This is an optimization exercise on Yosys and OpenROAD, whose aim is small area, a short achievable clock period and few clock cycles per item, not a production implementation. No run shown here included a check of the RTL's function; only the layout flow was run.

==> flow/design.v, too long to show whole: its modules and the start of the top module <==
// module me_fa: 4 lines
// module me_ha: 4 lines
// module me_sq: 1425 lines
// module me_mul: 3147 lines
// module me_suma: 197 lines
// module me_sumb: 191 lines
// module me_por: 83 lines
// module mandel_engine: 174 lines
module mandel_engine (
    input             clk,
    input             reset,      
    input             start,      
    input  [31:0]     x,          
    input  [31:0]     y,          
    input  [20:0]     delta,      
    output            busy,       
    output reg        wr_en,      
    output reg [8:0]  wr_addr,    
    output reg [15:0] wr_data     
);
  // ...
==> flow/flow/run.sh <==
#!/bin/bash
# Standard ORFS layout, with timing repair aimed below the design's period:
# the SDC is unchanged (20 ns); repair_timing is asked to leave MARGIN ns of
# setup slack, so it optimises the paths as if the clock were faster.
set -euo pipefail
MARGIN=${MARGIN:-12}
bash standard.sh synth > synth.log 2>&1
bash standard.sh SETUP_SLACK_MARGIN=$MARGIN finish > layout.log 2>&1
==> flow/standard.sh <==
#!/bin/bash
# synth_recipe.tcl (not shown) runs the flow's synth.tcl, then flattens the netlist and writes it again
# the make line also repeats each setting of config.mk as NAME=value (left out here)
make -C /OpenROAD-flow-scripts/flow DESIGN_CONFIG=/design/flow/config.mk WORK_HOME=/design/flow/orfs CLKGATE_MAP_FILE= SYNTH_SCRIPT=/design/flow/synth_recipe.tcl "${@:-finish}"
==> flow/config.mk <==
export PLATFORM = sky130hd
export DESIGN_NAME = mandel_engine
export DESIGN_NICKNAME = mandel_engine
export VERILOG_FILES = /design/flow/design.v
export SDC_FILE = /design/flow/constraint.sdc
export NUM_CORES = 4
export LEC_CHECK = 0
export CAP_MARGIN = 20
export CORE_MARGIN = 2
export CORE_UTILIZATION = 40
export SLEW_MARGIN = 20
==> flow/constraint.sdc <==
create_clock -name core_clock -period 20.0 [get_ports {clk}]
set_input_delay 4.0000 -clock core_clock [delete_from_list [all_inputs] [get_ports {clk}]]
set_output_delay 4.0000 -clock core_clock [all_outputs]
set_load 0.01 [all_outputs]
==> summary.md, run 1 <==
| Metric | Value |
|---|---|
| Outcome | `complete, no violations` |
| WP data required | `around 21 ns` |
| Root Driver | `clkbuf_16` |
| Initial Utilization | `40.3%` |
| Slowest CP cell | `o31ai_1` |
| Area contributors post-synth | `fa_1, dfxtp_1, inv_1, and2_1, ha_1` |
| Core area | `188000 um2` |
| Largest class | `multi-input gates` |
| Final Hold Viols | `0` |
| Seq. cell area | `15500 um2` |
| Clock buffer cells | `114` |
| Hold path endpoint | `c1[22]$_DFF_P_` |
| CP Launch Type | `register` |
| Met2 Wirelength | `108000 um` |
| R2R cell count | `23` |
| Final nets | `a little under 10000` |
| Die width | `between 400 and 500 um` |
| IO Pins | `around 120` |
| EDFF count, synth | `~140` |
| Sequential cells | `707` |
| Achievable Freq | `~130 MHz` |
| Setup TNS | `0 ns` |
| Ant. Diodes | `16` |
| Worst Setup Slack, final | `12.36 ns` |
| Critical Path AT | `about 8 ns` |
| Resize count post-CTS | `0` |
| WHS | `0.311 ns` |
| Mux cell area share after synthesis | `2.12%` |
| Relative slew margins | `between 20% and 30%` |
==> module me_suma, before the edit <==
module me_suma (input [31:0] a2, input [31:0] b2, input [31:0] c, output [31:0] S);
wire u_s0;
wire u_c1;
wire u_s2;
wire u_c3;
wire u_s4;
wire u_c5;
wire u_s6;
wire u_c7;
wire u_s8;
wire u_c9;
wire u_s10;
wire u_c11;
wire u_s12;
wire u_c13;
wire u_s14;
wire u_c15;
wire u_s16;
wire u_c17;
wire u_s18;
wire u_c19;
wire u_s20;
wire u_c21;
wire u_s22;
wire u_c23;
wire u_s24;
wire u_c25;
wire u_s26;
wire u_c27;
wire u_s28;
wire u_c29;
wire u_s30;
wire u_c31;
wire u_s32;
wire u_c33;
wire u_s34;
wire u_c35;
wire u_s36;
wire u_c37;
wire u_s38;
wire u_c39;
wire u_s40;
wire u_c41;
wire u_s42;
wire u_c43;
wire u_s44;
wire u_c45;
wire u_s46;
wire u_c47;
wire u_s48;
wire u_c49;
wire u_s50;
wire u_c51;
wire u_s52;
wire u_c53;
wire u_s54;
wire u_c55;
wire u_s56;
wire u_c57;
wire u_s58;
wire u_c59;
wire u_s60;
wire u_c61;
wire u_s62;
wire u_c63;
wire u_s64;
wire u_c65;
wire u_s66;
wire u_c67;
wire u_s68;
wire u_c69;
wire u_s70;
wire u_c71;
wire u_s72;
wire u_c73;
wire u_s74;
wire u_c75;
wire u_s76;
wire u_c77;
wire u_s78;
wire u_c79;
wire u_s80;
wire u_c81;
wire u_s82;
wire u_c83;
wire u_s84;
wire u_c85;
wire u_s86;
wire u_c87;
wire u_s88;
wire u_c89;
wire u_s90;
wire u_c91;
wire u_s92;
wire u_c93;
wire u_s94;
wire u_c95;
wire u_s96;
wire u_c97;
wire u_s98;
wire u_c99;
wire u_s100;
wire u_c101;
wire u_s102;
wire u_c103;
wire u_s104;
wire u_c105;
wire u_s106;
wire u_c107;
wire u_s108;
wire u_c109;
wire u_s110;
wire u_c111;
wire u_s112;
wire u_c113;
wire u_s114;
wire u_c115;
wire u_s116;
wire u_c117;
wire u_s118;
wire u_c119;
wire u_s120;
wire u_c121;
wire u_s122;
wire u_c123;
wire u_s124;
wire u_c125;
wire u_s126;
wire u_c127;
me_ha hu_s0 (.a(a2[0]), .b(~b2[0]), .s(u_s0), .co(u_c1));
me_ha hu_s2 (.a(a2[1]), .b(~b2[1]), .s(u_s2), .co(u_c3));
me_ha hu_s4 (.a(a2[2]), .b(~b2[2]), .s(u_s4), .co(u_c5));
me_ha hu_s6 (.a(a2[3]), .b(~b2[3]), .s(u_s6), .co(u_c7));
me_ha hu_s8 (.a(a2[4]), .b(~b2[4]), .s(u_s8), .co(u_c9));
me_ha hu_s10 (.a(a2[5]), .b(~b2[5]), .s(u_s10), .co(u_c11));
me_ha hu_s12 (.a(a2[6]), .b(~b2[6]), .s(u_s12), .co(u_c13));
me_ha hu_s14 (.a(a2[7]), .b(~b2[7]), .s(u_s14), .co(u_c15));
me_ha hu_s16 (.a(a2[8]), .b(~b2[8]), .s(u_s16), .co(u_c17));
me_ha hu_s18 (.a(a2[9]), .b(~b2[9]), .s(u_s18), .co(u_c19));
me_ha hu_s20 (.a(a2[10]), .b(~b2[10]), .s(u_s20), .co(u_c21));
me_ha hu_s22 (.a(a2[11]), .b(~b2[11]), .s(u_s22), .co(u_c23));
me_ha hu_s24 (.a(a2[12]), .b(~b2[12]), .s(u_s24), .co(u_c25));
me_ha hu_s26 (.a(a2[13]), .b(~b2[13]), .s(u_s26), .co(u_c27));
me_ha hu_s28 (.a(a2[14]), .b(~b2[14]), .s(u_s28), .co(u_c29));
me_ha hu_s30 (.a(a2[15]), .b(~b2[15]), .s(u_s30), .co(u_c31));
me_ha hu_s32 (.a(a2[16]), .b(~b2[16]), .s(u_s32), .co(u_c33));
me_ha hu_s34 (.a(a2[17]), .b(~b2[17]), .s(u_s34), .co(u_c35));
me_ha hu_s36 (.a(a2[18]), .b(~b2[18]), .s(u_s36), .co(u_c37));
me_ha hu_s38 (.a(a2[19]), .b(~b2[19]), .s(u_s38), .co(u_c39));
me_ha hu_s40 (.a(a2[20]), .b(~b2[20]), .s(u_s40), .co(u_c41));
me_ha hu_s42 (.a(a2[21]), .b(~b2[21]), .s(u_s42), .co(u_c43));
me_ha hu_s44 (.a(a2[22]), .b(~b2[22]), .s(u_s44), .co(u_c45));
me_ha hu_s46 (.a(a2[23]), .b(~b2[23]), .s(u_s46), .co(u_c47));
me_ha hu_s48 (.a(a2[24]), .b(~b2[24]), .s(u_s48), .co(u_c49));
me_ha hu_s50 (.a(a2[25]), .b(~b2[25]), .s(u_s50), .co(u_c51));
me_ha hu_s52 (.a(a2[26]), .b(~b2[26]), .s(u_s52), .co(u_c53));
me_ha hu_s54 (.a(a2[27]), .b(~b2[27]), .s(u_s54), .co(u_c55));
me_ha hu_s56 (.a(a2[28]), .b(~b2[28]), .s(u_s56), .co(u_c57));
me_ha hu_s58 (.a(a2[29]), .b(~b2[29]), .s(u_s58), .co(u_c59));
me_ha hu_s60 (.a(a2[30]), .b(~b2[30]), .s(u_s60), .co(u_c61));
me_ha hu_s62 (.a(a2[31]), .b(~b2[31]), .s(u_s62), .co(u_c63));
me_ha hu_s64 (.a(c[0]), .b(1'b1), .s(u_s64), .co(u_c65));
me_fa fu_s66 (.a(c[1]), .b(u_c1), .c(u_s2), .s(u_s66), .co(u_c67));
me_fa fu_s68 (.a(c[2]), .b(u_c3), .c(u_s4), .s(u_s68), .co(u_c69));
me_fa fu_s70 (.a(c[3]), .b(u_c5), .c(u_s6), .s(u_s70), .co(u_c71));
me_fa fu_s72 (.a(c[4]), .b(u_c7), .c(u_s8), .s(u_s72), .co(u_c73));
me_fa fu_s74 (.a(c[5]), .b(u_c9), .c(u_s10), .s(u_s74), .co(u_c75));
me_fa fu_s76 (.a(c[6]), .b(u_c11), .c(u_s12), .s(u_s76), .co(u_c77));
me_fa fu_s78 (.a(c[7]), .b(u_c13), .c(u_s14), .s(u_s78), .co(u_c79));
me_fa fu_s80 (.a(c[8]), .b(u_c15), .c(u_s16), .s(u_s80), .co(u_c81));
me_fa fu_s82 (.a(c[9]), .b(u_c17), .c(u_s18), .s(u_s82), .co(u_c83));
me_fa fu_s84 (.a(c[10]), .b(u_c19), .c(u_s20), .s(u_s84), .co(u_c85));
me_fa fu_s86 (.a(c[11]), .b(u_c21), .c(u_s22), .s(u_s86), .co(u_c87));
me_fa fu_s88 (.a(c[12]), .b(u_c23), .c(u_s24), .s(u_s88), .co(u_c89));
me_fa fu_s90 (.a(c[13]), .b(u_c25), .c(u_s26), .s(u_s90), .co(u_c91));
me_fa fu_s92 (.a(c[14]), .b(u_c27), .c(u_s28), .s(u_s92), .co(u_c93));
me_fa fu_s94 (.a(c[15]), .b(u_c29), .c(u_s30), .s(u_s94), .co(u_c95));
me_fa fu_s96 (.a(c[16]), .b(u_c31), .c(u_s32), .s(u_s96), .co(u_c97));
me_fa fu_s98 (.a(c[17]), .b(u_c33), .c(u_s34), .s(u_s98), .co(u_c99));
me_fa fu_s100 (.a(c[18]), .b(u_c35), .c(u_s36), .s(u_s100), .co(u_c101));
me_fa fu_s102 (.a(c[19]), .b(u_c37), .c(u_s38), .s(u_s102), .co(u_c103));
me_fa fu_s104 (.a(c[20]), .b(u_c39), .c(u_s40), .s(u_s104), .co(u_c105));
me_fa fu_s106 (.a(c[21]), .b(u_c41), .c(u_s42), .s(u_s106), .co(u_c107));
me_fa fu_s108 (.a(c[22]), .b(u_c43), .c(u_s44), .s(u_s108), .co(u_c109));
me_fa fu_s110 (.a(c[23]), .b(u_c45), .c(u_s46), .s(u_s110), .co(u_c111));
me_fa fu_s112 (.a(c[24]), .b(u_c47), .c(u_s48), .s(u_s112), .co(u_c113));
me_fa fu_s114 (.a(c[25]), .b(u_c49), .c(u_s50), .s(u_s114), .co(u_c115));
me_fa fu_s116 (.a(c[26]), .b(u_c51), .c(u_s52), .s(u_s116), .co(u_c117));
me_fa fu_s118 (.a(c[27]), .b(u_c53), .c(u_s54), .s(u_s118), .co(u_c119));
me_fa fu_s120 (.a(c[28]), .b(u_c55), .c(u_s56), .s(u_s120), .co(u_c121));
me_fa fu_s122 (.a(c[29]), .b(u_c57), .c(u_s58), .s(u_s122), .co(u_c123));
me_fa fu_s124 (.a(c[30]), .b(u_c59), .c(u_s60), .s(u_s124), .co(u_c125));
me_fa fu_s126 (.a(c[31]), .b(u_c61), .c(u_s62), .s(u_s126), .co(u_c127));
wire [31:0] X = {u_s126, u_s124, u_s122, u_s120, u_s118, u_s116, u_s114, u_s112, u_s110, u_s108, u_s106, u_s104, u_s102, u_s100, u_s98, u_s96, u_s94, u_s92, u_s90, u_s88, u_s86, u_s84, u_s82, u_s80, u_s78, u_s76, u_s74, u_s72, u_s70, u_s68, u_s66, u_s0};
wire [31:0] Y = {u_c125, u_c123, u_c121, u_c119, u_c117, u_c115, u_c113, u_c111, u_c109, u_c107, u_c105, u_c103, u_c101, u_c99, u_c97, u_c95, u_c93, u_c91, u_c89, u_c87, u_c85, u_c83, u_c81, u_c79, u_c77, u_c75, u_c73, u_c71, u_c69, u_c67, u_c65, u_s64};
assign S = X + Y;
endmodule
==> run 2: changes to the inputs <==
--- a/flow/design.v
+++ b/flow/design.v
@@ -4578,7 +4578,7 @@
 assign X = {t_s1873, t_s1871, t_s1869, t_s1867, t_s1865, t_s1863, t_s1861, t_s1859, t_s1857, t_s1855, t_s1853, t_s1851, t_s1849, t_s1847, t_s1845, t_s1843, t_s1841, t_s1839, t_s1837, t_s1835, t_s1833, t_s1831, t_s1829, t_s1827, t_s1825, t_s1823, t_s1821, t_s1819, t_s1817, t_s1815, t_s1813, t_s1811, t_s1809, t_s1739};
 assign Y = {t_c1872, t_c1870, t_c1868, t_c1866, t_c1864, t_c1862, t_c1860, t_c1858, t_c1856, t_c1854, t_c1852, t_c1850, t_c1848, t_c1846, t_c1844, t_c1842, t_c1840, t_c1838, t_c1836, t_c1834, t_c1832, t_c1830, t_c1828, t_c1826, t_c1824, t_c1822, t_c1820, t_c1818, t_c1816, t_c1814, t_c1812, t_c1810, t_c1808, t_s1807};
 endmodule
-module me_suma (input [31:0] a2, input [31:0] b2, input [31:0] c, output [31:0] S);
+module me_suma (input [31:0] xa, input [31:0] ya, input [31:0] xb, input [31:0] yb, input [31:0] c, input ca, input cb, output [31:0] S);
 wire u_s0;
 wire u_c1;
 wire u_s2;
@@ -4707,72 +4707,264 @@
 wire u_c125;
 wire u_s126;
 wire u_c127;
-me_ha hu_s0 (.a(a2[0]), .b(~b2[0]), .s(u_s0), .co(u_c1));
-me_ha hu_s2 (.a(a2[1]), .b(~b2[1]), .s(u_s2), .co(u_c3));
-me_ha hu_s4 (.a(a2[2]), .b(~b2[2]), .s(u_s4), .co(u_c5));
-me_ha hu_s6 (.a(a2[3]), .b(~b2[3]), .s(u_s6), .co(u_c7));
-me_ha hu_s8 (.a(a2[4]), .b(~b2[4]), .s(u_s8), .co(u_c9));
-me_ha hu_s10 (.a(a2[5]), .b(~b2[5]), .s(u_s10), .co(u_c11));
-me_ha hu_s12 (.a(a2[6]), .b(~b2[6]), .s(u_s12), .co(u_c13));
-me_ha hu_s14 (.a(a2[7]), .b(~b2[7]), .s(u_s14), .co(u_c15));
-me_ha hu_s16 (.a(a2[8]), .b(~b2[8]), .s(u_s16), .co(u_c17));
-me_ha hu_s18 (.a(a2[9]), .b(~b2[9]), .s(u_s18), .co(u_c19));
-me_ha hu_s20 (.a(a2[10]), .b(~b2[10]), .s(u_s20), .co(u_c21));
-me_ha hu_s22 (.a(a2[11]), .b(~b2[11]), .s(u_s22), .co(u_c23));
-me_ha hu_s24 (.a(a2[12]), .b(~b2[12]), .s(u_s24), .co(u_c25));
-me_ha hu_s26 (.a(a2[13]), .b(~b2[13]), .s(u_s26), .co(u_c27));
-me_ha hu_s28 (.a(a2[14]), .b(~b2[14]), .s(u_s28), .co(u_c29));
-me_ha hu_s30 (.a(a2[15]), .b(~b2[15]), .s(u_s30), .co(u_c31));
-me_ha hu_s32 (.a(a2[16]), .b(~b2[16]), .s(u_s32), .co(u_c33));
-me_ha hu_s34 (.a(a2[17]), .b(~b2[17]), .s(u_s34), .co(u_c35));
-me_ha hu_s36 (.a(a2[18]), .b(~b2[18]), .s(u_s36), .co(u_c37));
-me_ha hu_s38 (.a(a2[19]), .b(~b2[19]), .s(u_s38), .co(u_c39));
-me_ha hu_s40 (.a(a2[20]), .b(~b2[20]), .s(u_s40), .co(u_c41));
-me_ha hu_s42 (.a(a2[21]), .b(~b2[21]), .s(u_s42), .co(u_c43));
-me_ha hu_s44 (.a(a2[22]), .b(~b2[22]), .s(u_s44), .co(u_c45));
-me_ha hu_s46 (.a(a2[23]), .b(~b2[23]), .s(u_s46), .co(u_c47));
-me_ha hu_s48 (.a(a2[24]), .b(~b2[24]), .s(u_s48), .co(u_c49));
-me_ha hu_s50 (.a(a2[25]), .b(~b2[25]), .s(u_s50), .co(u_c51));
-me_ha hu_s52 (.a(a2[26]), .b(~b2[26]), .s(u_s52), .co(u_c53));
-me_ha hu_s54 (.a(a2[27]), .b(~b2[27]), .s(u_s54), .co(u_c55));
-me_ha hu_s56 (.a(a2[28]), .b(~b2[28]), .s(u_s56), .co(u_c57));
-me_ha hu_s58 (.a(a2[29]), .b(~b2[29]), .s(u_s58), .co(u_c59));
-me_ha hu_s60 (.a(a2[30]), .b(~b2[30]), .s(u_s60), .co(u_c61));
-me_ha hu_s62 (.a(a2[31]), .b(~b2[31]), .s(u_s62), .co(u_c63));
-me_ha hu_s64 (.a(c[0]), .b(1'b1), .s(u_s64), .co(u_c65));
-me_fa fu_s66 (.a(c[1]), .b(u_c1), .c(u_s2), .s(u_s66), .co(u_c67));
-me_fa fu_s68 (.a(c[2]), .b(u_c3), .c(u_s4), .s(u_s68), .co(u_c69));
-me_fa fu_s70 (.a(c[3]), .b(u_c5), .c(u_s6), .s(u_s70), .co(u_c71));
-me_fa fu_s72 (.a(c[4]), .b(u_c7), .c(u_s8), .s(u_s72), .co(u_c73));
-me_fa fu_s74 (.a(c[5]), .b(u_c9), .c(u_s10), .s(u_s74), .co(u_c75));
-me_fa fu_s76 (.a(c[6]), .b(u_c11), .c(u_s12), .s(u_s76), .co(u_c77));
-me_fa fu_s78 (.a(c[7]), .b(u_c13), .c(u_s14), .s(u_s78), .co(u_c79));
-me_fa fu_s80 (.a(c[8]), .b(u_c15), .c(u_s16), .s(u_s80), .co(u_c81));
-me_fa fu_s82 (.a(c[9]), .b(u_c17), .c(u_s18), .s(u_s82), .co(u_c83));
-me_fa fu_s84 (.a(c[10]), .b(u_c19), .c(u_s20), .s(u_s84), .co(u_c85));
-me_fa fu_s86 (.a(c[11]), .b(u_c21), .c(u_s22), .s(u_s86), .co(u_c87));
-me_fa fu_s88 (.a(c[12]), .b(u_c23), .c(u_s24), .s(u_s88), .co(u_c89));
-me_fa fu_s90 (.a(c[13]), .b(u_c25), .c(u_s26), .s(u_s90), .co(u_c91));
-me_fa fu_s92 (.a(c[14]), .b(u_c27), .c(u_s28), .s(u_s92), .co(u_c93));
-me_fa fu_s94 (.a(c[15]), .b(u_c29), .c(u_s30), .s(u_s94), .co(u_c95));
-me_fa fu_s96 (.a(c[16]), .b(u_c31), .c(u_s32), .s(u_s96), .co(u_c97));
-me_fa fu_s98 (.a(c[17]), .b(u_c33), .c(u_s34), .s(u_s98), .co(u_c99));
-me_fa fu_s100 (.a(c[18]), .b(u_c35), .c(u_s36), .s(u_s100), .co(u_c101));
-me_fa fu_s102 (.a(c[19]), .b(u_c37), .c(u_s38), .s(u_s102), .co(u_c103));
-me_fa fu_s104 (.a(c[20]), .b(u_c39), .c(u_s40), .s(u_s104), .co(u_c105));
-me_fa fu_s106 (.a(c[21]), .b(u_c41), .c(u_s42), .s(u_s106), .co(u_c107));
-me_fa fu_s108 (.a(c[22]), .b(u_c43), .c(u_s44), .s(u_s108), .co(u_c109));
-me_fa fu_s110 (.a(c[23]), .b(u_c45), .c(u_s46), .s(u_s110), .co(u_c111));
-me_fa fu_s112 (.a(c[24]), .b(u_c47), .c(u_s48), .s(u_s112), .co(u_c113));
-me_fa fu_s114 (.a(c[25]), .b(u_c49), .c(u_s50), .s(u_s114), .co(u_c115));
-me_fa fu_s116 (.a(c[26]), .b(u_c51), .c(u_s52), .s(u_s116), .co(u_c117));
-me_fa fu_s118 (.a(c[27]), .b(u_c53), .c(u_s54), .s(u_s118), .co(u_c119));
-me_fa fu_s120 (.a(c[28]), .b(u_c55), .c(u_s56), .s(u_s120), .co(u_c121));
-me_fa fu_s122 (.a(c[29]), .b(u_c57), .c(u_s58), .s(u_s122), .co(u_c123));
-me_fa fu_s124 (.a(c[30]), .b(u_c59), .c(u_s60), .s(u_s124), .co(u_c125));
-me_fa fu_s126 (.a(c[31]), .b(u_c61), .c(u_s62), .s(u_s126), .co(u_c127));
-wire [31:0] X = {u_s126, u_s124, u_s122, u_s120, u_s118, u_s116, u_s114, u_s112, u_s110, u_s108, u_s106, u_s104, u_s102, u_s100, u_s98, u_s96, u_s94, u_s92, u_s90, u_s88, u_s86, u_s84, u_s82, u_s80, u_s78, u_s76, u_s74, u_s72, u_s70, u_s68, u_s66, u_s0};
-wire [31:0] Y = {u_c125, u_c123, u_c121, u_c119, u_c117, u_c115, u_c113, u_c111, u_c109, u_c107, u_c105, u_c103, u_c101, u_c99, u_c97, u_c95, u_c93, u_c91, u_c89, u_c87, u_c85, u_c83, u_c81, u_c79, u_c77, u_c75, u_c73, u_c71, u_c69, u_c67, u_c65, u_s64};
+wire u_s128;
+wire u_c129;
+wire u_s130;
+wire u_c131;
+wire u_s132;
+wire u_c133;
+wire u_s134;
+wire u_c135;
+wire u_s136;
+wire u_c137;
+wire u_s138;
+wire u_c139;
+wire u_s140;
+wire u_c141;
+wire u_s142;
+wire u_c143;
+wire u_s144;
+wire u_c145;
+wire u_s146;
+wire u_c147;
+wire u_s148;
+wire u_c149;
+wire u_s150;
+wire u_c151;
+wire u_s152;
+wire u_c153;
+wire u_s154;
+wire u_c155;
+wire u_s156;
+wire u_c157;
+wire u_s158;
+wire u_c159;
+wire u_s160;
+wire u_c161;
+wire u_s162;
+wire u_c163;
+wire u_s164;
+wire u_c165;
+wire u_s166;
+wire u_c167;
+wire u_s168;
+wire u_c169;
+wire u_s170;
+wire u_c171;
+wire u_s172;
+wire u_c173;
+wire u_s174;
+wire u_c175;
+wire u_s176;
+wire u_c177;
+wire u_s178;
+wire u_c179;
+wire u_s180;
+wire u_c181;
+wire u_s182;
+wire u_c183;
+wire u_s184;
+wire u_c185;
+wire u_s186;
+wire u_c187;
+wire u_s188;
+wire u_c189;
+wire u_s190;
+wire u_c191;
+wire u_s192;
+wire u_c193;
+wire u_s194;
+wire u_c195;
+wire u_s196;
+wire u_c197;
+wire u_s198;
+wire u_c199;
+wire u_s200;
+wire u_c201;
+wire u_s202;
+wire u_c203;
+wire u_s204;
+wire u_c205;
+wire u_s206;
+wire u_c207;
+wire u_s208;
+wire u_c209;
+wire u_s210;
+wire u_c211;
+wire u_s212;
+wire u_c213;
+wire u_s214;
+wire u_c215;
+wire u_s216;
+wire u_c217;
+wire u_s218;
+wire u_c219;
+wire u_s220;
+wire u_c221;
+wire u_s222;
+wire u_c223;
+wire u_s224;
+wire u_c225;
+wire u_s226;
+wire u_c227;
+wire u_s228;
+wire u_c229;
+wire u_s230;
+wire u_c231;
+wire u_s232;
+wire u_c233;
+wire u_s234;
+wire u_c235;
+wire u_s236;
+wire u_c237;
+wire u_s238;
+wire u_c239;
+wire u_s240;
+wire u_c241;
+wire u_s242;
+wire u_c243;
+wire u_s244;
+wire u_c245;
+wire u_s246;
+wire u_c247;
+wire u_s248;
+wire u_c249;
+wire u_s250;
+wire u_c251;
+wire u_s252;
+wire u_c253;
+wire u_s254;
+wire u_c255;
+me_fa fu_s0 (.a(xa[0]), .b(ya[0]), .c(~xb[0]), .s(u_s0), .co(u_c1));
+me_fa fu_s2 (.a(~yb[0]), .b(c[0]), .c(ca), .s(u_s2), .co(u_c3));
+me_fa fu_s4 (.a(xa[1]), .b(ya[1]), .c(~xb[1]), .s(u_s4), .co(u_c5));
+me_ha hu_s6 (.a(~yb[1]), .b(c[1]), .s(u_s6), .co(u_c7));
+me_fa fu_s8 (.a(xa[2]), .b(ya[2]), .c(~xb[2]), .s(u_s8), .co(u_c9));
+me_ha hu_s10 (.a(~yb[2]), .b(c[2]), .s(u_s10), .co(u_c11));
+me_fa fu_s12 (.a(xa[3]), .b(ya[3]), .c(~xb[3]), .s(u_s12), .co(u_c13));
+me_ha hu_s14 (.a(~yb[3]), .b(c[3]), .s(u_s14), .co(u_c15));
+me_fa fu_s16 (.a(xa[4]), .b(ya[4]), .c(~xb[4]), .s(u_s16), .co(u_c17));
+me_ha hu_s18 (.a(~yb[4]), .b(c[4]), .s(u_s18), .co(u_c19));
+me_fa fu_s20 (.a(xa[5]), .b(ya[5]), .c(~xb[5]), .s(u_s20), .co(u_c21));
+me_ha hu_s22 (.a(~yb[5]), .b(c[5]), .s(u_s22), .co(u_c23));
+me_fa fu_s24 (.a(xa[6]), .b(ya[6]), .c(~xb[6]), .s(u_s24), .co(u_c25));
+me_ha hu_s26 (.a(~yb[6]), .b(c[6]), .s(u_s26), .co(u_c27));
+me_fa fu_s28 (.a(xa[7]), .b(ya[7]), .c(~xb[7]), .s(u_s28), .co(u_c29));
+me_ha hu_s30 (.a(~yb[7]), .b(c[7]), .s(u_s30), .co(u_c31));
+me_fa fu_s32 (.a(xa[8]), .b(ya[8]), .c(~xb[8]), .s(u_s32), .co(u_c33));
+me_ha hu_s34 (.a(~yb[8]), .b(c[8]), .s(u_s34), .co(u_c35));
+me_fa fu_s36 (.a(xa[9]), .b(ya[9]), .c(~xb[9]), .s(u_s36), .co(u_c37));
+me_ha hu_s38 (.a(~yb[9]), .b(c[9]), .s(u_s38), .co(u_c39));
+me_fa fu_s40 (.a(xa[10]), .b(ya[10]), .c(~xb[10]), .s(u_s40), .co(u_c41));
+me_ha hu_s42 (.a(~yb[10]), .b(c[10]), .s(u_s42), .co(u_c43));
+me_fa fu_s44 (.a(xa[11]), .b(ya[11]), .c(~xb[11]), .s(u_s44), .co(u_c45));
+me_ha hu_s46 (.a(~yb[11]), .b(c[11]), .s(u_s46), .co(u_c47));
+me_fa fu_s48 (.a(xa[12]), .b(ya[12]), .c(~xb[12]), .s(u_s48), .co(u_c49));
+me_ha hu_s50 (.a(~yb[12]), .b(c[12]), .s(u_s50), .co(u_c51));
+me_fa fu_s52 (.a(xa[13]), .b(ya[13]), .c(~xb[13]), .s(u_s52), .co(u_c53));
+me_ha hu_s54 (.a(~yb[13]), .b(c[13]), .s(u_s54), .co(u_c55));
+me_fa fu_s56 (.a(xa[14]), .b(ya[14]), .c(~xb[14]), .s(u_s56), .co(u_c57));
+me_ha hu_s58 (.a(~yb[14]), .b(c[14]), .s(u_s58), .co(u_c59));
+me_fa fu_s60 (.a(xa[15]), .b(ya[15]), .c(~xb[15]), .s(u_s60), .co(u_c61));
+me_ha hu_s62 (.a(~yb[15]), .b(c[15]), .s(u_s62), .co(u_c63));
+me_fa fu_s64 (.a(xa[16]), .b(ya[16]), .c(~xb[16]), .s(u_s64), .co(u_c65));
+me_ha hu_s66 (.a(~yb[16]), .b(c[16]), .s(u_s66), .co(u_c67));
+me_fa fu_s68 (.a(xa[17]), .b(ya[17]), .c(~xb[17]), .s(u_s68), .co(u_c69));
+me_ha hu_s70 (.a(~yb[17]), .b(c[17]), .s(u_s70), .co(u_c71));
+me_fa fu_s72 (.a(xa[18]), .b(ya[18]), .c(~xb[18]), .s(u_s72), .co(u_c73));
+me_ha hu_s74 (.a(~yb[18]), .b(c[18]), .s(u_s74), .co(u_c75));
+me_fa fu_s76 (.a(xa[19]), .b(ya[19]), .c(~xb[19]), .s(u_s76), .co(u_c77));
+me_ha hu_s78 (.a(~yb[19]), .b(c[19]), .s(u_s78), .co(u_c79));
+me_fa fu_s80 (.a(xa[20]), .b(ya[20]), .c(~xb[20]), .s(u_s80), .co(u_c81));
+me_ha hu_s82 (.a(~yb[20]), .b(c[20]), .s(u_s82), .co(u_c83));
+me_fa fu_s84 (.a(xa[21]), .b(ya[21]), .c(~xb[21]), .s(u_s84), .co(u_c85));
+me_ha hu_s86 (.a(~yb[21]), .b(c[21]), .s(u_s86), .co(u_c87));
+me_fa fu_s88 (.a(xa[22]), .b(ya[22]), .c(~xb[22]), .s(u_s88), .co(u_c89));
+me_ha hu_s90 (.a(~yb[22]), .b(c[22]), .s(u_s90), .co(u_c91));
+me_fa fu_s92 (.a(xa[23]), .b(ya[23]), .c(~xb[23]), .s(u_s92), .co(u_c93));
+me_ha hu_s94 (.a(~yb[23]), .b(c[23]), .s(u_s94), .co(u_c95));
+me_fa fu_s96 (.a(xa[24]), .b(ya[24]), .c(~xb[24]), .s(u_s96), .co(u_c97));
+me_ha hu_s98 (.a(~yb[24]), .b(c[24]), .s(u_s98), .co(u_c99));
+me_fa fu_s100 (.a(xa[25]), .b(ya[25]), .c(~xb[25]), .s(u_s100), .co(u_c101));
+me_ha hu_s102 (.a(~yb[25]), .b(c[25]), .s(u_s102), .co(u_c103));
+me_fa fu_s104 (.a(xa[26]), .b(ya[26]), .c(~xb[26]), .s(u_s104), .co(u_c105));
+me_ha hu_s106 (.a(~yb[26]), .b(c[26]), .s(u_s106), .co(u_c107));
+me_fa fu_s108 (.a(xa[27]), .b(ya[27]), .c(~xb[27]), .s(u_s108), .co(u_c109));
+me_ha hu_s110 (.a(~yb[27]), .b(c[27]), .s(u_s110), .co(u_c111));
+me_fa fu_s112 (.a(xa[28]), .b(ya[28]), .c(~xb[28]), .s(u_s112), .co(u_c113));
+me_ha hu_s114 (.a(~yb[28]), .b(c[28]), .s(u_s114), .co(u_c115));
+me_fa fu_s116 (.a(xa[29]), .b(ya[29]), .c(~xb[29]), .s(u_s116), .co(u_c117));
+me_ha hu_s118 (.a(~yb[29]), .b(c[29]), .s(u_s118), .co(u_c119));
+me_fa fu_s120 (.a(xa[30]), .b(ya[30]), .c(~xb[30]), .s(u_s120), .co(u_c121));
+me_ha hu_s122 (.a(~yb[30]), .b(c[30]), .s(u_s122), .co(u_c123));
+me_fa fu_s124 (.a(xa[31]), .b(ya[31]), .c(~xb[31]), .s(u_s124), .co(u_c125));
+me_ha hu_s126 (.a(~yb[31]), .b(c[31]), .s(u_s126), .co(u_c127));
+me_ha hu_s128 (.a(1'b1), .b(~cb), .s(u_s128), .co(u_c129));
+me_fa fu_s130 (.a(u_s6), .b(u_c1), .c(u_c3), .s(u_s130), .co(u_c131));
+me_fa fu_s132 (.a(u_c7), .b(u_s10), .c(u_c5), .s(u_s132), .co(u_c133));
+me_fa fu_s134 (.a(u_c11), .b(u_s14), .c(u_c9), .s(u_s134), .co(u_c135));
+me_fa fu_s136 (.a(u_c15), .b(u_s18), .c(u_c13), .s(u_s136), .co(u_c137));
+me_fa fu_s138 (.a(u_c19), .b(u_s22), .c(u_c17), .s(u_s138), .co(u_c139));
+me_fa fu_s140 (.a(u_c23), .b(u_s26), .c(u_c21), .s(u_s140), .co(u_c141));
+me_fa fu_s142 (.a(u_c27), .b(u_s30), .c(u_c25), .s(u_s142), .co(u_c143));
+me_fa fu_s144 (.a(u_c31), .b(u_s34), .c(u_c29), .s(u_s144), .co(u_c145));
+me_fa fu_s146 (.a(u_c35), .b(u_s38), .c(u_c33), .s(u_s146), .co(u_c147));
+me_fa fu_s148 (.a(u_c39), .b(u_s42), .c(u_c37), .s(u_s148), .co(u_c149));
+me_fa fu_s150 (.a(u_c43), .b(u_s46), .c(u_c41), .s(u_s150), .co(u_c151));
+me_fa fu_s152 (.a(u_c47), .b(u_s50), .c(u_c45), .s(u_s152), .co(u_c153));
+me_fa fu_s154 (.a(u_c51), .b(u_s54), .c(u_c49), .s(u_s154), .co(u_c155));
+me_fa fu_s156 (.a(u_c55), .b(u_s58), .c(u_c53), .s(u_s156), .co(u_c157));
+me_fa fu_s158 (.a(u_c59), .b(u_s62), .c(u_c57), .s(u_s158), .co(u_c159));
+me_fa fu_s160 (.a(u_c63), .b(u_s66), .c(u_c61), .s(u_s160), .co(u_c161));
+me_fa fu_s162 (.a(u_c67), .b(u_s70), .c(u_c65), .s(u_s162), .co(u_c163));
+me_fa fu_s164 (.a(u_c71), .b(u_s74), .c(u_c69), .s(u_s164), .co(u_c165));
+me_fa fu_s166 (.a(u_c75), .b(u_s78), .c(u_c73), .s(u_s166), .co(u_c167));
+me_fa fu_s168 (.a(u_c79), .b(u_s82), .c(u_c77), .s(u_s168), .co(u_c169));
+me_fa fu_s170 (.a(u_c83), .b(u_s86), .c(u_c81), .s(u_s170), .co(u_c171));
+me_fa fu_s172 (.a(u_c87), .b(u_s90), .c(u_c85), .s(u_s172), .co(u_c173));
+me_fa fu_s174 (.a(u_c91), .b(u_s94), .c(u_c89), .s(u_s174), .co(u_c175));
+me_fa fu_s176 (.a(u_c95), .b(u_s98), .c(u_c93), .s(u_s176), .co(u_c177));
+me_fa fu_s178 (.a(u_c99), .b(u_s102), .c(u_c97), .s(u_s178), .co(u_c179));
+me_fa fu_s180 (.a(u_c103), .b(u_s106), .c(u_c101), .s(u_s180), .co(u_c181));
+me_fa fu_s182 (.a(u_c107), .b(u_s110), .c(u_c105), .s(u_s182), .co(u_c183));
+me_fa fu_s184 (.a(u_c111), .b(u_s114), .c(u_c109), .s(u_s184), .co(u_c185));
+me_fa fu_s186 (.a(u_c115), .b(u_s118), .c(u_c113), .s(u_s186), .co(u_c187));
+me_fa fu_s188 (.a(u_c119), .b(u_s122), .c(u_c117), .s(u_s188), .co(u_c189));
+me_fa fu_s190 (.a(u_c123), .b(u_s126), .c(u_c121), .s(u_s190), .co(u_c191));
+me_ha hu_s192 (.a(u_s128), .b(u_s0), .s(u_s192), .co(u_c193));
+me_fa fu_s194 (.a(u_c129), .b(u_s4), .c(u_s130), .s(u_s194), .co(u_c195));
+me_fa fu_s196 (.a(u_s8), .b(u_c131), .c(u_s132), .s(u_s196), .co(u_c197));
+me_fa fu_s198 (.a(u_s12), .b(u_c133), .c(u_s134), .s(u_s198), .co(u_c199));
+me_fa fu_s200 (.a(u_s16), .b(u_c135), .c(u_s136), .s(u_s200), .co(u_c201));
+me_fa fu_s202 (.a(u_s20), .b(u_c137), .c(u_s138), .s(u_s202), .co(u_c203));
+me_fa fu_s204 (.a(u_s24), .b(u_c139), .c(u_s140), .s(u_s204), .co(u_c205));
+me_fa fu_s206 (.a(u_s28), .b(u_c141), .c(u_s142), .s(u_s206), .co(u_c207));
+me_fa fu_s208 (.a(u_s32), .b(u_c143), .c(u_s144), .s(u_s208), .co(u_c209));
+me_fa fu_s210 (.a(u_s36), .b(u_c145), .c(u_s146), .s(u_s210), .co(u_c211));
+me_fa fu_s212 (.a(u_s40), .b(u_c147), .c(u_s148), .s(u_s212), .co(u_c213));
+me_fa fu_s214 (.a(u_s44), .b(u_c149), .c(u_s150), .s(u_s214), .co(u_c215));
+me_fa fu_s216 (.a(u_s48), .b(u_c151), .c(u_s152), .s(u_s216), .co(u_c217));
+me_fa fu_s218 (.a(u_s52), .b(u_c153), .c(u_s154), .s(u_s218), .co(u_c219));
+me_fa fu_s220 (.a(u_s56), .b(u_c155), .c(u_s156), .s(u_s220), .co(u_c221));
+me_fa fu_s222 (.a(u_s60), .b(u_c157), .c(u_s158), .s(u_s222), .co(u_c223));
+me_fa fu_s224 (.a(u_s64), .b(u_c159), .c(u_s160), .s(u_s224), .co(u_c225));
+me_fa fu_s226 (.a(u_s68), .b(u_c161), .c(u_s162), .s(u_s226), .co(u_c227));
+me_fa fu_s228 (.a(u_s72), .b(u_c163), .c(u_s164), .s(u_s228), .co(u_c229));
+me_fa fu_s230 (.a(u_s76), .b(u_c165), .c(u_s166), .s(u_s230), .co(u_c231));
+me_fa fu_s232 (.a(u_s80), .b(u_c167), .c(u_s168), .s(u_s232), .co(u_c233));
+me_fa fu_s234 (.a(u_s84), .b(u_c169), .c(u_s170), .s(u_s234), .co(u_c235));
+me_fa fu_s236 (.a(u_s88), .b(u_c171), .c(u_s172), .s(u_s236), .co(u_c237));
+me_fa fu_s238 (.a(u_s92), .b(u_c173), .c(u_s174), .s(u_s238), .co(u_c239));
+me_fa fu_s240 (.a(u_s96), .b(u_c175), .c(u_s176), .s(u_s240), .co(u_c241));
+me_fa fu_s242 (.a(u_s100), .b(u_c177), .c(u_s178), .s(u_s242), .co(u_c243));
+me_fa fu_s244 (.a(u_s104), .b(u_c179), .c(u_s180), .s(u_s244), .co(u_c245));
+me_fa fu_s246 (.a(u_s108), .b(u_c181), .c(u_s182), .s(u_s246), .co(u_c247));
+me_fa fu_s248 (.a(u_s112), .b(u_c183), .c(u_s184), .s(u_s248), .co(u_c249));
+me_fa fu_s250 (.a(u_s116), .b(u_c185), .c(u_s186), .s(u_s250), .co(u_c251));
+me_fa fu_s252 (.a(u_s120), .b(u_c187), .c(u_s188), .s(u_s252), .co(u_c253));
+me_fa fu_s254 (.a(u_s124), .b(u_c189), .c(u_s190), .s(u_s254), .co(u_c255));
+wire [31:0] X = {u_s254, u_s252, u_s250, u_s248, u_s246, u_s244, u_s242, u_s240, u_s238, u_s236, u_s234, u_s232, u_s230, u_s228, u_s226, u_s224, u_s222, u_s220, u_s218, u_s216, u_s214, u_s212, u_s210, u_s208, u_s206, u_s204, u_s202, u_s200, u_s198, u_s196, u_s194, u_s2};
+wire [31:0] Y = {u_c253, u_c251, u_c249, u_c247, u_c245, u_c243, u_c241, u_c239, u_c237, u_c235, u_c233, u_c231, u_c229, u_c227, u_c225, u_c223, u_c221, u_c219, u_c217, u_c215, u_c213, u_c211, u_c209, u_c207, u_c205, u_c203, u_c201, u_c199, u_c197, u_c195, u_c193, u_s192};
 assign S = X + Y;
 endmodule
 module me_sumb (input [30:0] x, input [30:0] y, input [31:0] d, input cab, output [31:0] S);
@@ -4966,6 +5158,301 @@
 wire [31:0] Y = {u_c121, u_c119, u_c117, u_c115, u_c113, u_c111, u_c109, u_c107, u_c105, u_c103, u_c101, u_c99, u_c97, u_c95, u_c93, u_c91, u_c89, u_c87, u_c85, u_c83, u_c81, u_c79, u_c77, u_c75, u_c73, u_c71, u_c69, u_c67, u_c65, u_c63, u_s62, 1'b0};
 assign S = X + Y;
 endmodule
+module me_esct (input [31:0] xa, input [31:0] ya, input [31:0] xb, input [31:0] yb, input ca, input cb, output [33:0] U, output [33:0] V);
+wire e_s0;
+wire e_c1;
+wire e_s2;
+wire e_c3;
+wire e_s4;
+wire e_c5;
+wire e_s6;
+wire e_c7;
+wire e_s8;
+wire e_c9;
+wire e_s10;
+wire e_c11;
+wire e_s12;
+wire e_c13;
+wire e_s14;
+wire e_c15;
+wire e_s16;
+wire e_c17;
+wire e_s18;
+wire e_c19;
+wire e_s20;
+wire e_c21;
+wire e_s22;
+wire e_c23;
+wire e_s24;
+wire e_c25;
+wire e_s26;
+wire e_c27;
+wire e_s28;
+wire e_c29;
+wire e_s30;
+wire e_c31;
+wire e_s32;
+wire e_c33;
+wire e_s34;
+wire e_c35;
+wire e_s36;
+wire e_c37;
+wire e_s38;
+wire e_c39;
+wire e_s40;
+wire e_c41;
+wire e_s42;
+wire e_c43;
+wire e_s44;
+wire e_c45;
+wire e_s46;
+wire e_c47;
+wire e_s48;
+wire e_c49;
+wire e_s50;
+wire e_c51;
+wire e_s52;
+wire e_c53;
+wire e_s54;
+wire e_c55;
+wire e_s56;
+wire e_c57;
+wire e_s58;
+wire e_c59;
+wire e_s60;
+wire e_c61;
+wire e_s62;
+wire e_c63;
+wire e_s64;
+wire e_c65;
+wire e_s66;
+wire e_c67;
+wire e_s68;
+wire e_c69;
+wire e_s70;
+wire e_c71;
+wire e_s72;
+wire e_c73;
+wire e_s74;
+wire e_c75;
+wire e_s76;
+wire e_c77;
+wire e_s78;
+wire e_c79;
+wire e_s80;
+wire e_c81;
+wire e_s82;
+wire e_c83;
+wire e_s84;
+wire e_c85;
+wire e_s86;
+wire e_c87;
+wire e_s88;
+wire e_c89;
+wire e_s90;
+wire e_c91;
+wire e_s92;
+wire e_c93;
+wire e_s94;
+wire e_c95;
+wire e_s96;
+wire e_c97;
+wire e_s98;
+wire e_c99;
+wire e_s100;
+wire e_c101;
+wire e_s102;
+wire e_c103;
+wire e_s104;
+wire e_c105;
+wire e_s106;
+wire e_c107;
+wire e_s108;
+wire e_c109;
+wire e_s110;
+wire e_c111;
+wire e_s112;
+wire e_c113;
+wire e_s114;
+wire e_c115;
+wire e_s116;
+wire e_c117;
+wire e_s118;
+wire e_c119;
+wire e_s120;
+wire e_c121;
+wire e_s122;
+wire e_c123;
+wire e_s124;
+wire e_c125;
+wire e_s126;
+wire e_c127;
+wire e_s128;
+wire e_c129;
+wire e_s130;
+wire e_c131;
+wire e_s132;
+wire e_c133;
+wire e_s134;
+wire e_c135;
+wire e_s136;
+wire e_c137;
+wire e_s138;
+wire e_c139;
+wire e_s140;
+wire e_c141;
+wire e_s142;
+wire e_c143;
+wire e_s144;
+wire e_c145;
+wire e_s146;
+wire e_c147;
+wire e_s148;
+wire e_c149;
+wire e_s150;
+wire e_c151;
+wire e_s152;
+wire e_c153;
+wire e_s154;
+wire e_c155;
+wire e_s156;
+wire e_c157;
+wire e_s158;
+wire e_c159;
+wire e_s160;
+wire e_c161;
+wire e_s162;
+wire e_c163;
+wire e_s164;
+wire e_c165;
+wire e_s166;
+wire e_c167;
+wire e_s168;
+wire e_c169;
+wire e_s170;
+wire e_c171;
+wire e_s172;
+wire e_c173;
+wire e_s174;
+wire e_c175;
+wire e_s176;
+wire e_c177;
+wire e_s178;
+wire e_c179;
+wire e_s180;
+wire e_c181;
+wire e_s182;
+wire e_c183;
+wire e_s184;
+wire e_c185;
+wire e_s186;
+wire e_c187;
+wire e_s188;
+wire e_c189;
+wire e_s190;
+wire e_c191;
+wire e_s192;
+wire e_c193;
+me_fa fe_s0 (.a(xa[0]), .b(ya[0]), .c(xb[0]), .s(e_s0), .co(e_c1));
+me_ha he_s2 (.a(xa[1]), .b(ya[1]), .s(e_s2), .co(e_c3));
+me_ha he_s4 (.a(xa[2]), .b(ya[2]), .s(e_s4), .co(e_c5));
+me_ha he_s6 (.a(xa[3]), .b(ya[3]), .s(e_s6), .co(e_c7));
+me_ha he_s8 (.a(xa[4]), .b(ya[4]), .s(e_s8), .co(e_c9));
+me_ha he_s10 (.a(xa[5]), .b(ya[5]), .s(e_s10), .co(e_c11));
+me_ha he_s12 (.a(xa[6]), .b(ya[6]), .s(e_s12), .co(e_c13));
+me_ha he_s14 (.a(xa[7]), .b(ya[7]), .s(e_s14), .co(e_c15));
+me_ha he_s16 (.a(xa[8]), .b(ya[8]), .s(e_s16), .co(e_c17));
+me_ha he_s18 (.a(xa[9]), .b(ya[9]), .s(e_s18), .co(e_c19));
+me_ha he_s20 (.a(xa[10]), .b(ya[10]), .s(e_s20), .co(e_c21));
+me_ha he_s22 (.a(xa[11]), .b(ya[11]), .s(e_s22), .co(e_c23));
+me_ha he_s24 (.a(xa[12]), .b(ya[12]), .s(e_s24), .co(e_c25));
+me_ha he_s26 (.a(xa[13]), .b(ya[13]), .s(e_s26), .co(e_c27));
+me_ha he_s28 (.a(xa[14]), .b(ya[14]), .s(e_s28), .co(e_c29));
+me_ha he_s30 (.a(xa[15]), .b(ya[15]), .s(e_s30), .co(e_c31));
+me_ha he_s32 (.a(xa[16]), .b(ya[16]), .s(e_s32), .co(e_c33));
+me_ha he_s34 (.a(xa[17]), .b(ya[17]), .s(e_s34), .co(e_c35));
+me_ha he_s36 (.a(xa[18]), .b(ya[18]), .s(e_s36), .co(e_c37));
+me_ha he_s38 (.a(xa[19]), .b(ya[19]), .s(e_s38), .co(e_c39));
+me_ha he_s40 (.a(xa[20]), .b(ya[20]), .s(e_s40), .co(e_c41));
+me_ha he_s42 (.a(xa[21]), .b(ya[21]), .s(e_s42), .co(e_c43));
+me_ha he_s44 (.a(xa[22]), .b(ya[22]), .s(e_s44), .co(e_c45));
+me_ha he_s46 (.a(xa[23]), .b(ya[23]), .s(e_s46), .co(e_c47));
+me_ha he_s48 (.a(xa[24]), .b(ya[24]), .s(e_s48), .co(e_c49));
+me_ha he_s50 (.a(xa[25]), .b(ya[25]), .s(e_s50), .co(e_c51));
+me_ha he_s52 (.a(xa[26]), .b(ya[26]), .s(e_s52), .co(e_c53));
+me_ha he_s54 (.a(xa[27]), .b(ya[27]), .s(e_s54), .co(e_c55));
+me_ha he_s56 (.a(xa[28]), .b(ya[28]), .s(e_s56), .co(e_c57));
+me_ha he_s58 (.a(xa[29]), .b(ya[29]), .s(e_s58), .co(e_c59));
+me_ha he_s60 (.a(xa[30]), .b(ya[30]), .s(e_s60), .co(e_c61));
+me_ha he_s62 (.a(xa[31]), .b(ya[31]), .s(e_s62), .co(e_c63));
+me_ha he_s64 (.a(yb[0]), .b(ca), .s(e_s64), .co(e_c65));
+me_fa fe_s66 (.a(xb[1]), .b(yb[1]), .c(e_s2), .s(e_s66), .co(e_c67));
+me_fa fe_s68 (.a(xb[2]), .b(yb[2]), .c(e_c3), .s(e_s68), .co(e_c69));
+me_fa fe_s70 (.a(xb[3]), .b(yb[3]), .c(e_c5), .s(e_s70), .co(e_c71));
+me_fa fe_s72 (.a(xb[4]), .b(yb[4]), .c(e_c7), .s(e_s72), .co(e_c73));
+me_fa fe_s74 (.a(xb[5]), .b(yb[5]), .c(e_c9), .s(e_s74), .co(e_c75));
+me_fa fe_s76 (.a(xb[6]), .b(yb[6]), .c(e_c11), .s(e_s76), .co(e_c77));
+me_fa fe_s78 (.a(xb[7]), .b(yb[7]), .c(e_c13), .s(e_s78), .co(e_c79));
+me_fa fe_s80 (.a(xb[8]), .b(yb[8]), .c(e_c15), .s(e_s80), .co(e_c81));
+me_fa fe_s82 (.a(xb[9]), .b(yb[9]), .c(e_c17), .s(e_s82), .co(e_c83));
+me_fa fe_s84 (.a(xb[10]), .b(yb[10]), .c(e_c19), .s(e_s84), .co(e_c85));
+me_fa fe_s86 (.a(xb[11]), .b(yb[11]), .c(e_c21), .s(e_s86), .co(e_c87));
+me_fa fe_s88 (.a(xb[12]), .b(yb[12]), .c(e_c23), .s(e_s88), .co(e_c89));
+me_fa fe_s90 (.a(xb[13]), .b(yb[13]), .c(e_c25), .s(e_s90), .co(e_c91));
+me_fa fe_s92 (.a(xb[14]), .b(yb[14]), .c(e_c27), .s(e_s92), .co(e_c93));
+me_fa fe_s94 (.a(xb[15]), .b(yb[15]), .c(e_c29), .s(e_s94), .co(e_c95));
+me_fa fe_s96 (.a(xb[16]), .b(yb[16]), .c(e_c31), .s(e_s96), .co(e_c97));
+me_fa fe_s98 (.a(xb[17]), .b(yb[17]), .c(e_c33), .s(e_s98), .co(e_c99));
+me_fa fe_s100 (.a(xb[18]), .b(yb[18]), .c(e_c35), .s(e_s100), .co(e_c101));
+me_fa fe_s102 (.a(xb[19]), .b(yb[19]), .c(e_c37), .s(e_s102), .co(e_c103));
+me_fa fe_s104 (.a(xb[20]), .b(yb[20]), .c(e_c39), .s(e_s104), .co(e_c105));
+me_fa fe_s106 (.a(xb[21]), .b(yb[21]), .c(e_c41), .s(e_s106), .co(e_c107));
+me_fa fe_s108 (.a(xb[22]), .b(yb[22]), .c(e_c43), .s(e_s108), .co(e_c109));
+me_fa fe_s110 (.a(xb[23]), .b(yb[23]), .c(e_c45), .s(e_s110), .co(e_c111));
+me_fa fe_s112 (.a(xb[24]), .b(yb[24]), .c(e_c47), .s(e_s112), .co(e_c113));
+me_fa fe_s114 (.a(xb[25]), .b(yb[25]), .c(e_c49), .s(e_s114), .co(e_c115));
+me_fa fe_s116 (.a(xb[26]), .b(yb[26]), .c(e_c51), .s(e_s116), .co(e_c117));
+me_fa fe_s118 (.a(xb[27]), .b(yb[27]), .c(e_c53), .s(e_s118), .co(e_c119));
+me_fa fe_s120 (.a(xb[28]), .b(yb[28]), .c(e_c55), .s(e_s120), .co(e_c121));
+me_fa fe_s122 (.a(xb[29]), .b(yb[29]), .c(e_c57), .s(e_s122), .co(e_c123));
+me_fa fe_s124 (.a(xb[30]), .b(yb[30]), .c(e_c59), .s(e_s124), .co(e_c125));
+me_fa fe_s126 (.a(xb[31]), .b(yb[31]), .c(e_c61), .s(e_s126), .co(e_c127));
+me_ha he_s128 (.a(cb), .b(e_s64), .s(e_s128), .co(e_c129));
+me_fa fe_s130 (.a(e_c65), .b(e_c1), .c(e_s66), .s(e_s130), .co(e_c131));
+me_fa fe_s132 (.a(e_s4), .b(e_s68), .c(e_c67), .s(e_s132), .co(e_c133));
+me_fa fe_s134 (.a(e_s6), .b(e_c69), .c(e_s70), .s(e_s134), .co(e_c135));
+me_fa fe_s136 (.a(e_s8), .b(e_c71), .c(e_s72), .s(e_s136), .co(e_c137));
+me_fa fe_s138 (.a(e_s10), .b(e_c73), .c(e_s74), .s(e_s138), .co(e_c139));
+me_fa fe_s140 (.a(e_s12), .b(e_c75), .c(e_s76), .s(e_s140), .co(e_c141));
+me_fa fe_s142 (.a(e_s14), .b(e_c77), .c(e_s78), .s(e_s142), .co(e_c143));
+me_fa fe_s144 (.a(e_s16), .b(e_c79), .c(e_s80), .s(e_s144), .co(e_c145));
+me_fa fe_s146 (.a(e_s18), .b(e_c81), .c(e_s82), .s(e_s146), .co(e_c147));
+me_fa fe_s148 (.a(e_s20), .b(e_c83), .c(e_s84), .s(e_s148), .co(e_c149));
+me_fa fe_s150 (.a(e_s22), .b(e_c85), .c(e_s86), .s(e_s150), .co(e_c151));
+me_fa fe_s152 (.a(e_s24), .b(e_c87), .c(e_s88), .s(e_s152), .co(e_c153));
+me_fa fe_s154 (.a(e_s26), .b(e_c89), .c(e_s90), .s(e_s154), .co(e_c155));
+me_fa fe_s156 (.a(e_s28), .b(e_c91), .c(e_s92), .s(e_s156), .co(e_c157));
+me_fa fe_s158 (.a(e_s30), .b(e_c93), .c(e_s94), .s(e_s158), .co(e_c159));
+me_fa fe_s160 (.a(e_s32), .b(e_c95), .c(e_s96), .s(e_s160), .co(e_c161));
+me_fa fe_s162 (.a(e_s34), .b(e_c97), .c(e_s98), .s(e_s162), .co(e_c163));
+me_fa fe_s164 (.a(e_s36), .b(e_c99), .c(e_s100), .s(e_s164), .co(e_c165));
+me_fa fe_s166 (.a(e_s38), .b(e_c101), .c(e_s102), .s(e_s166), .co(e_c167));
+me_fa fe_s168 (.a(e_s40), .b(e_c103), .c(e_s104), .s(e_s168), .co(e_c169));
+me_fa fe_s170 (.a(e_s42), .b(e_c105), .c(e_s106), .s(e_s170), .co(e_c171));
+me_fa fe_s172 (.a(e_s44), .b(e_c107), .c(e_s108), .s(e_s172), .co(e_c173));
+me_fa fe_s174 (.a(e_s46), .b(e_c109), .c(e_s110), .s(e_s174), .co(e_c175));
+me_fa fe_s176 (.a(e_s48), .b(e_c111), .c(e_s112), .s(e_s176), .co(e_c177));
+me_fa fe_s178 (.a(e_s50), .b(e_c113), .c(e_s114), .s(e_s178), .co(e_c179));
+me_fa fe_s180 (.a(e_s52), .b(e_c115), .c(e_s116), .s(e_s180), .co(e_c181));
+me_fa fe_s182 (.a(e_s54), .b(e_c117), .c(e_s118), .s(e_s182), .co(e_c183));
+me_fa fe_s184 (.a(e_s56), .b(e_c119), .c(e_s120), .s(e_s184), .co(e_c185));
+me_fa fe_s186 (.a(e_s58), .b(e_c121), .c(e_s122), .s(e_s186), .co(e_c187));
+me_fa fe_s188 (.a(e_s60), .b(e_c123), .c(e_s124), .s(e_s188), .co(e_c189));
+me_fa fe_s190 (.a(e_s62), .b(e_c125), .c(e_s126), .s(e_s190), .co(e_c191));
+me_ha he_s192 (.a(e_c63), .b(e_c127), .s(e_s192), .co(e_c193));
+assign U = {e_c193, e_s192, e_s190, e_s188, e_s186, e_s184, e_s182, e_s180, e_s178, e_s176, e_s174, e_s172, e_s170, e_s168, e_s166, e_s164, e_s162, e_s160, e_s158, e_s156, e_s154, e_s152, e_s150, e_s148, e_s146, e_s144, e_s142, e_s140, e_s138, e_s136, e_s134, e_s132, e_s130, e_s0};
+assign V = {1'b0, e_c191, e_c189, e_c187, e_c185, e_c183, e_c181, e_c179, e_c177, e_c175, e_c173, e_c171, e_c169, e_c167, e_c165, e_c163, e_c161, e_c159, e_c157, e_c155, e_c153, e_c151, e_c149, e_c147, e_c145, e_c143, e_c141, e_c139, e_c137, e_c135, e_c133, e_c131, e_c129, e_s128};
+endmodule
 module me_por (input [31:0] x, output [31:0] P);
 wire o0_1 = x[1] | x[0];
 wire o0_3 = x[3] | x[2];
@@ -5068,7 +5555,6 @@
 reg [20:0] dr;            
 reg [8:0]  gw;            
 reg        gv;            
-reg [9:0]  wcnt;          
 assign busy = running;
 reg [30:0] ra, rb;        
 reg        sa, sb;        
@@ -5080,9 +5566,10 @@
 reg [8:0]  wa0;           
 reg [11:0] p30;           
 reg        act0;
-reg [31:0] a2, b2;        
-reg [30:0] xab, yab;      
-reg        cab;           
+reg [31:0] xa, ya, xb, yb;    
+reg        ca, cb;            
+reg [30:0] xab, yab;          
+reg        cab;
 reg        cyc1;
 reg [31:0] c1, d1;
 reg [7:0]  k1;
@@ -5098,15 +5585,13 @@
 wire [63:0] st = {sa, ra, sb, rb};
 wire cmp_en = (k0 > 8'd8);
 wire save   = (k0[2:0] == 3'd0);
-wire [33:0] sqa_s = txa + tya;
-wire [33:0] sqb_s = txb + tyb;
+wire tca  = (txa[1] & tya[1])   | ((txa[1] | tya[1])   & txa[0] & tya[0]);
+wire tcb  = (txb[1] & tyb[1])   | ((txb[1] | tyb[1])   & txb[0] & tyb[0]);
 wire tcab = (txab[1] & tyab[1]) | ((txab[1] | tyab[1]) & txab[0] & tyab[0]);
 always @(posedge clk) begin
-    a2   <= sqa_s[33:2];
-    b2   <= sqb_s[33:2];
-    xab  <= txab[32:2];
-    yab  <= tyab[32:2];
-    cab  <= tcab;
+    xa   <= txa[33:2];  ya  <= tya[33:2];  ca  <= tca;
+    xb   <= txb[33:2];  yb  <= tyb[33:2];  cb  <= tcb;
+    xab  <= txab[32:2]; yab <= tyab[32:2]; cab <= tcab;
     cyc1 <= cmp_en & (st == sv0);
     sv1  <= save ? st : sv0;
     c1   <= c0;   d1  <= d0;
@@ -5114,10 +5599,17 @@
     wa1  <= wa0;  p31 <= p30;
     act1 <= reset ? 1'b0 : act0;
 end
-wire [29:0] s29 = {1'b0, a2[28:0]} + {1'b0, b2[28:0]};
-wire esc = (|a2[31:29]) | (|b2[31:29]) | s29[29];
+wire [33:0] eu, ev;
+me_esct esct (.xa(xa), .ya(ya), .xb(xb), .yb(yb), .ca(ca), .cb(cb), .U(eu), .V(ev));
+wire [29:0] e29 = {1'b0, eu[28:0]} + {1'b0, ev[28:0]};
+wire [4:0]  eh  = eu[33:29] + ev[33:29] + {4'd0, e29[29]};
+wire [32:0] oa32 = {1'b0, xa} + {1'b0, ya} + {32'd0, ca};
+wire [32:0] ob32 = {1'b0, xb} + {1'b0, yb} + {32'd0, cb};
+wire oa = oa32[32];
+wire ob = ob32[32];
+wire esc = (eh != {oa & ob, oa ^ ob, 3'd0});
 wire [31:0] an, bn;
-me_suma suma (.a2(a2), .b2(b2), .c(c1), .S(an));
+me_suma suma (.xa(xa), .ya(ya), .xb(xb), .yb(yb), .c(c1), .ca(ca), .cb(cb), .S(an));
 me_sumb sumb (.x(xab), .y(yab), .d(d1), .cab(cab), .S(bn));
 wire [31:0] pan, pbn;
 me_por pora (.x(an), .P(pan));
@@ -5193,7 +5685,7 @@
         end else if (take && gw == 9'd511) begin
             gv <= 1'b0;
         end
-        if (wr_en && wcnt == 10'd511)
+        if (!ini && !gv && !act0 && !act1)
             running <= 1'b0;
     end
 end
@@ -5207,7 +5699,6 @@
         cs <= gc - {6'd0, dr, 5'd0};
         gd <= gd + {7'd0, dr, 4'd0};
         gw <= 9'd0;
-        wcnt <= 10'd0;
     end else begin
         if (take) begin
             gw <= gw + 9'd1;
@@ -5218,8 +5709,6 @@
                 gc <= gc + {9'd0, dr, 2'd0};
             end
         end
-        if (wr_en)
-            wcnt <= wcnt + 10'd1;
     end
 end
 endmodule
==> flow/flow/run.sh (replaced) <==
#!/bin/bash
# Standard ORFS layout, with timing repair aimed below the design's period:
# the SDC is unchanged (20 ns); repair_timing is asked to leave MARGIN ns of
# setup slack, so it optimises the paths as if the clock were faster.
set -euo pipefail
MARGIN=${MARGIN:-15}
bash standard.sh synth > synth.log 2>&1
bash standard.sh SETUP_SLACK_MARGIN=$MARGIN finish > layout.log 2>&1
==> summary.md, run 2 <==
| Metric | Value |
|---|---|
| Outcome | `complete, no violations` |
| Relative slew margins | `15.8% (-7.0 points)` |
| Detailed Place HPWL | `181000 um` |
| Critical Path AT | `6.61 ns (-1.61 ns)` |
| PortBufs | `114` |
| Achievable Freq | `162 MHz (+24%)` |
| Area contributors post-synth | `fa_1, dfxtp_1, inv_1, and2_1, ha_1` |
| Initial Utilization | `40.3% (-0.078 points)` |
| CTS tree | `built` |
| Vias in the first global route | `61158` |
| Maximum buffer depth of the clock tree | `3` |
| Setup CP Type | `register to register` |
| RSZ-0062 raised after global routing | `true` |
| Via Count | `59081` |
| Mean Syn Cell Area | `9.29 um2` |
| Row count | `162` |
| Worst skew pair latency | `0.73 ns` |
| Placer Congestion | `0.925` |
| Most common cell on crit path | `a21o_1` |
| Die height | `447 um` |
| Critical path fanouts, max | `5` |
| CP Launch Type | `register` |
| Drc violations | `0` |
| Worst min-delay path startpoint | `c0[7]$_DFF_P_` |
| H-tree depth | `3` |
| Share of cells above drive strength 1 | `8.37%` |
| Register area share after synthesis | `21.1%` |
| Synth Warn # | `1` |
| Post-synthesis cell type count | `96` |
| WP data required | `20.44 ns (-0.15 ns)` |
| EDFF count, synth | `126 (-7.4%)` |
| P&R area growth vs syn | `11.9%` |
| GRT Total Usage | `25.9%` |
| Worst Setup Slack, final | `13.82 ns (+1.46 ns)` |
| Die width | `447 um (+1.7%)` |
| Fin crit period | `6.18 ns` |
| Post-synthesis net count | `10214` |
| Initial antenna violation count | `26` |
| Seq cells post-synth | `approximately 760` |
| Placed Cells | `around 11000` |
| Die area | `200000 um2` |
| Via-to-Cell Ratio | `5.29` |
| Design Area, Final | `87800 um2` |
| Antenna-violating nets left | `0` |
| Final Hold Viols | `0 (unchanged)` |
| Mapped Cells | `8452` |
| R2R Path Start | `xa[1]$_DFF_P_` |
| IO Pins | `115 (unchanged)` |
| Final wirelength | `approximately 260000 um` |
| Clock Sink Count | `approximately 760` |
| Worst-path clk slew | `0.06 ns` |
| Initial DRC Count | `4811` |
| Core area | `195000 um2 (+3.7%)` |
| Fillers | `18803` |
| Maximum number of pins on one net before global-route repair | `66` |
| Crit path max-delay family | `compound AO/OA/AOI/OAI gates` |
| Crit share post-route | `30.9%` |
| Final nets | `10233 (+3.4%)` |
| Fin. max-slew vios | `0` |
| Total grt overflow | `0` |
| Most frequent cells in the layout | `inv_1, fa_1, and2_1` |
| Synth top area share | `between 30% and 40%` |
| Critical path buffers and inverters | `6` |
| Slowest CP cell | `fa_1` |
| Setup WS pre-CTS | `12.82 ns` |
| First-pass GRT wire length | `387000 um` |
| Critical Path Start | `xa[1]$_DFF_P_` |
| WL per Instance | `around 23 um` |
| Worst Hold Class | `register to register` |
| Drt pass-1 iters | `6` |
| Final non-filler cell total | `11166` |
| Post-Syn Area | `78500 um2` |
| Most frequent cell after synthesis | `inv_1` |
| Setup TNS | `0 ns (unchanged)` |
| Root Driver | `clkbuf_16` |
| Leading cell type in the layout, fill and taps excluded | `inv_1` |
| Inserted Clock Buffers | `83` |
| Area after DPL | `between 80000 and 90000 um2` |
| Yosys top cell by area | `fa_1` |
| Final clock skew | `0.0587 ns` |
| Post-synth ARST share | `0%` |
| Primary FF master, synth | `dfxtp_1` |
| Worst-Margin Slew | `1.26 ns` |
| Max_cap viols | `0` |
| Crit. End Element | `register` |
| Slowest cell delay on critical path | `roughly 0.5 ns` |
| Biggest regs | `sv0 (64), sv1 (64)` |
| Final setup viols | `0` |
| Post-synth top cells | `inv_1, fa_1, and2_1` |
## run 2: cell types whose count changed in the layout (fill, tap and decap cells not counted), moves of 42 or more
cell     delta
nor2_1     -59
and2_1    +106
nand2_1   -118
dfxtp_2    +42
a21oi_1    -69
fa_1      +122
inv_1     +105
## run 2: final timing paths
path,cells past startpoint,endpoint,slack [ns]
setup / recovery,33,gw[8]$_SDFFCE_PP0P_,13.82
hold reg to reg,0,c1[7]$_DFF_P_,0.30
hold / removal,0,c1[7]$_DFF_P_,0.30
setup reg to reg,33,gw[8]$_SDFFCE_PP0P_,13.82
## run 2: metrics by stage
stage	hold slack, ns	utilization (%)
after floorplan	0.310	-
after global placement	0.310	42.4
after detailed placement	0.312	42.4
after CTS	0.306	44.9
after global routing	0.322	45.0
final	0.301	45.0
## run 2: cell type report
class                      count  area [um2]  area share, %
antenna                        8        20.0         0.0228
clock buffer                 103        2320           2.64
clock inverter                45         558          0.635
inverter                    1680        6310           7.18
multi-input combinational   5609       54800           62.4
sequential                   763       16600           18.9
tap                         2624        3280           3.74
timing repair buffer         334        3880           4.42
## run 2: cells by family (layout without fill, tap and decap cells)
| logic type | count (synthesis) | count (layout) | synth area share [%] |
|---|---|---|---|
| and+or+nand+nor | 2478 | 2480 | 16.4 |
| buffers and inverters | 2083 | 2162 | 9.97 |
| AOI/OAI and AO/OA | 945 | 946 | 7.53 |
| DFF | 763 | 763 | 21.1 |
| other | 0 | 8 | 0 |
| muxes | 122 | 122 | 1.70 |
| adders and majority gates | 1674 | 1674 | 39.0 |
| xor gates and xnor gates | 387 | 387 | 4.32 |
## run 2: metal layers
| metal | GRT usage [%] | vias to the layer above | part of all wire, % |
|---|---|---|---|
| met5 | 0 | - | 0.019 |
| met4 | 10.4 | 8 | 4.9 |
| met3 | 3.84 | 511 | 8.0 |
| met2 | 41.3 | 2432 | 46 |
| met1 | 35.3 | 30129 | 41 |
| li1 | - | 26001 | - |
## run 2: timing repair
action	in CTS	in global routing
hold buffers	0	0
gates cloned	34	2
endpoints found under the setup margin	319	317
pin swaps	47	12
buffers inserted	51	11
resized for setup	310	80

[port drivers added, routing unchanged]
How much do the figures lean on ideal ports? The routed layouts below were timed once more, with nothing changed but the port constraints.
Step 1 assumes that a clkbuf_16 drives the clock port and a buf_2 every other input.
Step 2 moves the port delays by t, midway between the first and last clock arrival at a register: inputs arrive t later, outputs are due t later. That takes back most of the time a late clock gives input paths.
Three values: ideal ports, drivers, drivers and shift; two values: the first two.
run | t (ns) | setup WS [ns] | hold WS [ns] | latest minus earliest clock arrival (ns)
run 1 | 0.756 | 12.361 / 12.361 / 12.361 | 0.311 / 0.311 / 0.311 | 0.073 / 0.073
run 2 | 0.782 | 13.825 / 13.825 / 13.825 | 0.301 / 0.301 / 0.301 | 0.059 / 0.059
After both steps every run listed still meets setup and hold.
